What follows belongs to an exercise in optimizing a design on an open flow for small area and a short achievable clock period; a production flow would make more cautious choices.
Where RTL was checked, it was by simulation tests only, not by an equivalence proof against the original.
Power and IR drop assume default switching activity.

==> 05-24 <==
// ALU_TOP
module ALU_TOP #(parameter Width = 16)
(
  input  [Width-1:0] A,
  input  [Width-1:0] B,
  input  [3:0]       ALU_FUN,
  input              CLK,
  input              RST,
  output [Width-1:0] Arith_OUT,
  output             Arith_Flag,
  output             Carry_OUT,
  output [Width-1:0] Logic_Out,
  output             Logic_Flag,
  output [Width-1:0] CMP_OUT,
  output             CMP_Flag,
  output             Shift_Flag,
  output [Width-1:0] Shift_OUT
);
Settings: LEC_CHECK=0, ABC_AREA=1, CAP_MARGIN=20, CORE_MARGIN=2, CORE_UTILIZATION=40, CTS_BUF_LIST=sky130_fd_sc_hd__clkbuf_8, SLEW_MARGIN=20; clock period 32.0 ns.
standard.sh (not shown) runs the stock make flow with config.mk's settings and CLKGATE_MAP_FILE= SYNTH_SCRIPT=/design/flow/synth_recipe.tcl, a recipe that flattens the netlist after the stock synthesis.
==> flow/flow/run.sh <==
#!/bin/bash
# The standard layout, with the smallest buffer on the ports.
export BUFFER_PORTS_ARGS="-buffer_cell sky130_fd_sc_hd__buf_1"
bash standard.sh > standard.log 2>&1
==> 05-07: changes against 05-24 <==
==> flow/flow/run.sh (replaced) <==
#!/bin/bash
# The standard layout, with two changes: synthesis leaves the adders to abc
# (no full/half-adder cells are extracted; registers are untouched), and the
# ports are buffered with the smallest buffer.
export BUFFER_PORTS_ARGS="-buffer_cell sky130_fd_sc_hd__buf_1"
bash standard.sh ADDER_MAP_FILE= finish > standard.log 2>&1
==> 08-19: changes against 05-24 <==
--- a/flow/design.v
+++ b/flow/design.v
@@ -13,15 +13,15 @@
   output [Width-1:0] CMP_OUT,
   output             CMP_Flag,
   output             Shift_Flag,
   output [Width-1:0] Shift_OUT
 );
   wire mul1 = (ALU_FUN == 4'b0010);
   wire div1 = (ALU_FUN == 4'b0011);
-  wire s1 = ~ALU_FUN[2] & (ALU_FUN[0] | ALU_FUN[3]);
+  wire s1 = ALU_FUN[0] | (ALU_FUN[3:2] == 2'b10);
   wire [15:0] bx1 = B ^ {16{s1}};
   wire [16:0] bz1;
   assign bz1[0] = 1'b1;
   assign bz1[1] = bz1[0] & ~B[15];
   assign bz1[2] = bz1[1] & ~B[14];
   assign bz1[3] = bz1[2] & ~B[13];
   assign bz1[4] = bz1[3] & ~B[12];
@@ -311,14 +311,15 @@
     end
   end
   wire add2 = fA & (Fr == 2'b00);
   wire sub2 = fA & (Fr == 2'b01);
   wire mul2 = fA & (Fr == 2'b10);
   wire div2 = fA & (Fr == 2'b11);
   wire sr = Fr[0] | fC;
+  wire [15:0] Br = BXr ^ {16{sr}};
   wire [16:0] bz2;
   assign bz2[0] = 1'b1;
   assign bz2[1] = bz2[0] & BXr[15];
   assign bz2[2] = bz2[1] & BXr[14];
   assign bz2[3] = bz2[2] & BXr[13];
   assign bz2[4] = bz2[3] & BXr[12];
   assign bz2[5] = bz2[4] & BXr[11];
@@ -703,21 +704,21 @@
   wire r0_sel = (mul2 & Alo16[0]) | (div2 & bz2[0] & r0_c) | add2 | sub2;
   wire r0_rsel = (mul2 & Alo16[0]) | add2 | sub2;
   wire [15:0] r0_r = r0_rsel ? r0_s : r0_t;
   wire [15:0] Ar = {Rr, Alo};    
   assign Arith_OUT  = div2 ? {Qr, r5_sel, r4_sel, r3_sel, r2_sel, r1_sel, r0_sel} : (fA ? r0_r : 16'b0);
   assign Arith_Flag = fA;
   assign Carry_OUT  = add2 & r0_c;
-  reg [15:0] lo;    
+  reg [15:0] lo;
   always @(*) begin
     case (Fr)
-      2'b00: lo = Ar & BXr;
-      2'b01: lo = Ar | BXr;
-      2'b10: lo = ~(Ar & BXr);
-      default: lo = ~(Ar | BXr);
+      2'b00: lo = Ar & Br;
+      2'b01: lo = Ar | Br;
+      2'b10: lo = ~(Ar & Br);
+      default: lo = ~(Ar | Br);
     endcase
   end
   assign Logic_Out  = fL ? lo : 16'b0;
   assign Logic_Flag = fL;
   wire eq = &(r0_t ^ BXr);
   wire ge = r0_c;
   wire gt = ge & ~eq;
@@ -728,14 +729,14 @@
   assign CMP_OUT  = {14'b0, fC ? cmp : 2'b00};
   assign CMP_Flag = fC;
   reg [15:0] sh;
   always @(*) begin
     case (Fr)
       2'b00: sh = Ar >> 1;
       2'b01: sh = Ar << 1;
-      2'b10: sh = BXr >> 1;      
-      default: sh = BXr << 1;
+      2'b10: sh = Br >> 1;
+      default: sh = Br << 1;
     endcase
   end
   assign Shift_OUT  = fS ? sh : 16'b0;
   assign Shift_Flag = fS;
 endmodule
==> flow/run.sh (new file) <==
#!/bin/bash
# synth_recipe.tcl (not shown) runs the flow's synth.tcl, then flattens the netlist and writes it again
# the make line also repeats each setting of config.mk as NAME=value (left out here)
make -C /OpenROAD-flow-scripts/flow DESIGN_CONFIG=/design/flow/config.mk WORK_HOME=/design/flow/orfs CLKGATE_MAP_FILE= SYNTH_SCRIPT=/design/flow/synth_recipe.tcl finish
--- a/flow/config.mk
+++ b/flow/config.mk
@@ -5,9 +5,8 @@
 export SDC_FILE = /design/flow/constraint.sdc
 export NUM_CORES = 4
 export LEC_CHECK = 0
 export ABC_AREA = 1
 export CAP_MARGIN = 20
 export CORE_MARGIN = 2
 export CORE_UTILIZATION = 40
-export CTS_BUF_LIST = sky130_fd_sc_hd__clkbuf_8
 export SLEW_MARGIN = 20
removed: flow/flow/run.sh
removed: flow/standard.sh
==> 12-28: changes against 05-24 <==
==> flow/config.mk (replaced) <==
export PLATFORM = sky130hd
export DESIGN_NAME = ALU_TOP
export DESIGN_NICKNAME = ALU_TOP
export VERILOG_FILES = /design/flow/design.v
export SDC_FILE = /design/flow/constraint.sdc
export NUM_CORES = 4
export LEC_CHECK = 0
export ABC_AREA = 1
export CAP_MARGIN = 20
export CORE_MARGIN = 2
export CORE_UTILIZATION = 65
export SLEW_MARGIN = 20
==> comparison <==
Sequential power: 05-07 > 08-19 > 12-28 > 05-24.
Power: 05-24 is lower than 12-28 (6.9%).
Synthesized cell count: 05-07 is higher than 05-24 (50%).
Against 08-19, the maximum frequency of 12-28 is higher by about 4.4%.
05-07 produced a clean layout. 05-24 completed without violations. 12-28 ran to the end with no violations. 08-19 finished with timing, DRC and antenna clean.
Of 05-07 and 12-28, 12-28 has the higher hold slack (gap 1.7 ps).
The lowest design area belongs to 12-28, the highest to 05-07.
The lowest combinational power belongs to 12-28, the highest to 05-07.
Die area: 12-28 < 05-24 < 08-19 < 05-07.
In non-clock buffer count, 12-28 and 05-07 do not differ.
Between 05-24 and 08-19, the lower wire length is in 05-24 (gap 2.3%, measured against 08-19).
The RTL of 08-19 was laid out without a check of its function.

separate check: timing with driven ports:
The flow's constraints put no driver on any port. The routed layouts listed below were extracted and timed again, unchanged, in two steps.
Step 1 (the two cells are an assumption about what drives the block):
set clk [get_ports {CLK}]
set_driving_cell -lib_cell sky130_fd_sc_hd__clkbuf_16 $clk
set_driving_cell -lib_cell sky130_fd_sc_hd__buf_2 [delete_from_list [all_inputs] $clk]
Step 2, shift: input delay + t, output delay - t, t = (earliest + latest rising clock arrival at the registers) / 2. This alone moves slack from input paths to output paths.
Slacks: ideal / step 1 / step 2; pairs: ideal / step 1.
run	t (ns)	setup slack, ns	worst data-port slew with drivers (ns)
05-24	0.352	9.047 / 9.069 / 8.717	0.05
05-07	0.340	12.130 / 12.097 / 12.436	0.04
08-19	0.328	7.791 / 7.755 / 8.083	0.04
12-28	0.346	8.809 / 8.765 / 8.912	0.05
After both steps setup and hold are still met in every run listed. The setup slack of 05-24, which loses most, moves by +0.022 ns with the drivers and by -0.330 ns with both steps.
